Source: an optimization exercise on an open RTL-to-GDS flow (aim: small area). Production flows keep margins and buffers that such runs may drop. At most, simulation tests tie the RTL to the original design; equivalence was not proved. Power is estimated from default activity; no workload was simulated.

==> flow/design.v (excerpt) <==
module core(
  clock, extReset,
  extTriggerIn,
  opcode, config_data, execute, indata, outputBusy,
  sampleReady50, outputSend, stableInput,
  memoryWrData, memoryRead, memoryWrite, memoryLastWrite,
  extTriggerOut, armLED,
  triggerLED, wrFlags, extTestMode);
input clock;
input extReset;
input [7:0] opcode;
input [31:0] config_data;
input execute;
input [31:0] indata;
input outputBusy;
input extTriggerIn;
output sampleReady50;
output outputSend;
output [31:0] stableInput;
output [31:0] memoryWrData;
output memoryRead;
output memoryWrite;
output memoryLastWrite;
output extTriggerOut;
output armLED;
output triggerLED;
output wrFlags;
output extTestMode;
reg resetCmd;
reg dec_trig;      
reg dec_long;      
reg dec_short;     
reg [3:0] dec_lo;
always @(posedge clock)
begin
  resetCmd <= execute & (opcode == 8'h00);
  dec_trig <= execute & (opcode[7:4] == 4'hC);
  dec_long <= execute & (opcode[7:3] == 5'b10000);
  dec_short <= execute & (opcode[7:3] == 5'b00000);
  dec_lo <= opcode[3:0];
end
wire arm_basic = dec_short & (dec_lo[2:0] == 3'd1);
wire finish_now = dec_short & (dec_lo[2:0] == 3'd5);
wire wrDivider = dec_long & (dec_lo[2:0] == 3'd0);
wire wrsize = dec_long & (dec_lo[2:0] == 3'd1);
assign wrFlags = dec_long & (dec_lo[2:0] == 3'd2);
wire wrfwd = dec_long & (dec_lo[2:0] == 3'd3);
wire wrbwd = dec_long & (dec_lo[2:0] == 3'd4);
wire [3:0] wrtrigmask, wrtrigval, wrtrigcfg, wrtrigedge;
genvar gs;
generate
  for (gs = 0; gs < 4; gs = gs + 1)
    begin : dec
  ...
Settings: LEC_CHECK=0, CAP_MARGIN=20, CORE_MARGIN=2, CORE_UTILIZATION=40, SLEW_MARGIN=20, CTS_ARGS=-sink_clustering_enable -repair_clock_nets -dont_use_dummy_load -buf_list sky130_fd_sc_hd__clkbuf_8 -sink_clustering_size 15 -sink_clustering_max_diameter 50, BUFFER_PORTS_ARGS=-buffer_cell sky130_fd_sc_hd__buf_1; clock period 6.0 ns.
standard.sh (not shown) runs the stock make flow with config.mk's settings and CLKGATE_MAP_FILE= SYNTH_SCRIPT=/design/flow/synth_recipe.tcl, a recipe that flattens the netlist after the stock synthesis.
==> flow/flow/run.sh <==
#!/bin/bash
set -e
cp standard.sh flow_standard_copy.sh.txt
cat >> config.mk <<'EOF'
export CTS_ARGS = -sink_clustering_enable -repair_clock_nets -dont_use_dummy_load -buf_list sky130_fd_sc_hd__clkbuf_8 -sink_clustering_size 15 -sink_clustering_max_diameter 50
export BUFFER_PORTS_ARGS = -buffer_cell sky130_fd_sc_hd__buf_1
EOF
bash standard.sh > standard.log 2>&1
Change:
--- a/flow/design.v
+++ b/flow/design.v
@@ -188,49 +188,53 @@
 begin
   if (extReset) triggerLED <= 1'b0;
   else if (arm) triggerLED <= 1'b0;
   else if (run) triggerLED <= 1'b1;
 end
 always @(posedge clock or posedge reset)
 begin
   if (reset) armLED <= 1'b0;
   else if (arm) armLED <= 1'b1;
   else if (run) armLED <= 1'b0;
 end
 reg sampled_intTestMode, sampled_numberScheme, dly_intTestMode;
-reg [31:0] sync_indata;
-reg [31:0] dly_itm180;
-reg cnt_clear;
-reg [7:0] cnt1;
+reg [31:0] sync_indata, dly_sync_indata;
+reg [7:0] testcount, cnt1, cnt2;
 reg [31:0] filtered;
 reg [1:0] select;
 reg [31:0] selectdata;
 wire [31:0] cnt1w = {cnt1[3],cnt1[2],cnt1[1],cnt1[0],cnt1[7],cnt1[6],cnt1[5],cnt1[4],
                      cnt1[3],cnt1[2],cnt1[1],cnt1[0],cnt1[4],cnt1[5],cnt1[6],cnt1[7],
                      cnt1[0],cnt1[1],cnt1[2],cnt1[3],cnt1[4],cnt1[5],cnt1[6],cnt1[7],
                      cnt1};
+wire [31:0] cnt2w = {cnt2[3],cnt2[2],cnt2[1],cnt2[0],cnt2[7],cnt2[6],cnt2[5],cnt2[4],
+                     cnt2[3],cnt2[2],cnt2[1],cnt2[0],cnt2[4],cnt2[5],cnt2[6],cnt2[7],
+                     cnt2[0],cnt2[1],cnt2[2],cnt2[3],cnt2[4],cnt2[5],cnt2[6],cnt2[7],
+                     cnt2};
 wire [31:0] itm_indata = sampled_intTestMode ? cnt1w : sync_indata;
 wire [31:0] itm_indata180 = sampled_intTestMode ? ~cnt1w : sync_indata;
+wire [31:0] dly_itm180 = dly_intTestMode ? ~cnt2w : dly_sync_indata;
 wire [31:0] demux_indata = sampled_numberScheme ?
   {itm_indata[31:16], dly_itm180[31:16]} : {dly_itm180[15:0], itm_indata[15:0]};
 always @(posedge clock)
 begin
   sampled_intTestMode <= intTestMode;
   sampled_numberScheme <= numberScheme;
   dly_intTestMode <= sampled_intTestMode;
   sync_indata <= indata;
-  dly_itm180 <= itm_indata180;
-  cnt_clear <= reset_core;
-  cnt1 <= cnt_clear ? 8'h00 : cnt1 + 1'b1;
-  filtered <= dly_itm180 & (filtered | itm_indata | {32{~dly_intTestMode}});
+  dly_sync_indata <= sync_indata;
+  testcount <= reset_core ? 8'h00 : testcount + 1'b1;
+  cnt1 <= testcount;
+  cnt2 <= cnt1;
+  filtered <= dly_intTestMode ? ((filtered | itm_indata) & ~cnt2w) : dly_sync_indata;
   if (demux_mode) select <= 2'b10;
   else if (filter_mode) select <= 2'b11;
   else select <= {1'b0, falling_edge};
   case (select)
     2'b00 : selectdata <= itm_indata;
     2'b01 : selectdata <= itm_indata180;
     2'b10 : selectdata <= demux_indata;
     2'b11 : selectdata <= filtered;
   endcase
 end
 wire [31:0] syncedInput = sampled_numberScheme ? {selectdata[15:0],selectdata[31:16]} : selectdata;
 reg [31:0] stableInput;
Final area goes up by 1.2%.
Final cell count goes up by 1.8%.
Non-clock buffer count goes up by 17.
Clock-buffer cell count goes up by 9.
Sequential power goes up by about 5%.
Hold slack is better by 0.011 ns.
Die area goes up by 0.88%.
Register-to-register slack is worse by 0.17 ns.
Core utilization goes up by 0.30 points.
Synthesized cell count goes up by 2.3%.
Total power goes up by 6.3%.
Combinational power goes up by 30%.
Worst setup slack is worse by 0.47 ns.
Global-route usage goes up by 0.64 points.
Function not checked in the second run of this note: the RTL went through the layout flow alone.

[afterwards: timing with drivers on the ports]
How much do the figures lean on ideal ports? The routed layouts below were timed once more, with nothing changed but the port constraints. Step 1: set_driving_cell puts a clkbuf_16 on clock and a buf_2 on each other input, an assumption about the parent block. Step 2 adds t to the input delays and takes it off the output delays; t is the mean of the earliest and latest rising clock arrival at the registers after step 1. Input paths then give back, and output paths get back, about the clock's delay inside the block. Three values: no drivers, after step 1, after step 2; two values: the first two.
| run | t, ns | setup slack, ns | hold slack, ns | pins driven straight from the clock port |
|---|---|---|---|---|
| the first run | 0.934 | 2.077 / 1.999 / 2.214 | 0.124 / 0.066 / 0.299 | 1 |
| the second run | 0.949 | 1.610 / 1.535 / 2.035 | 0.135 / 0.084 / 0.274 | 1 |
After both steps every run listed still meets setup and hold.
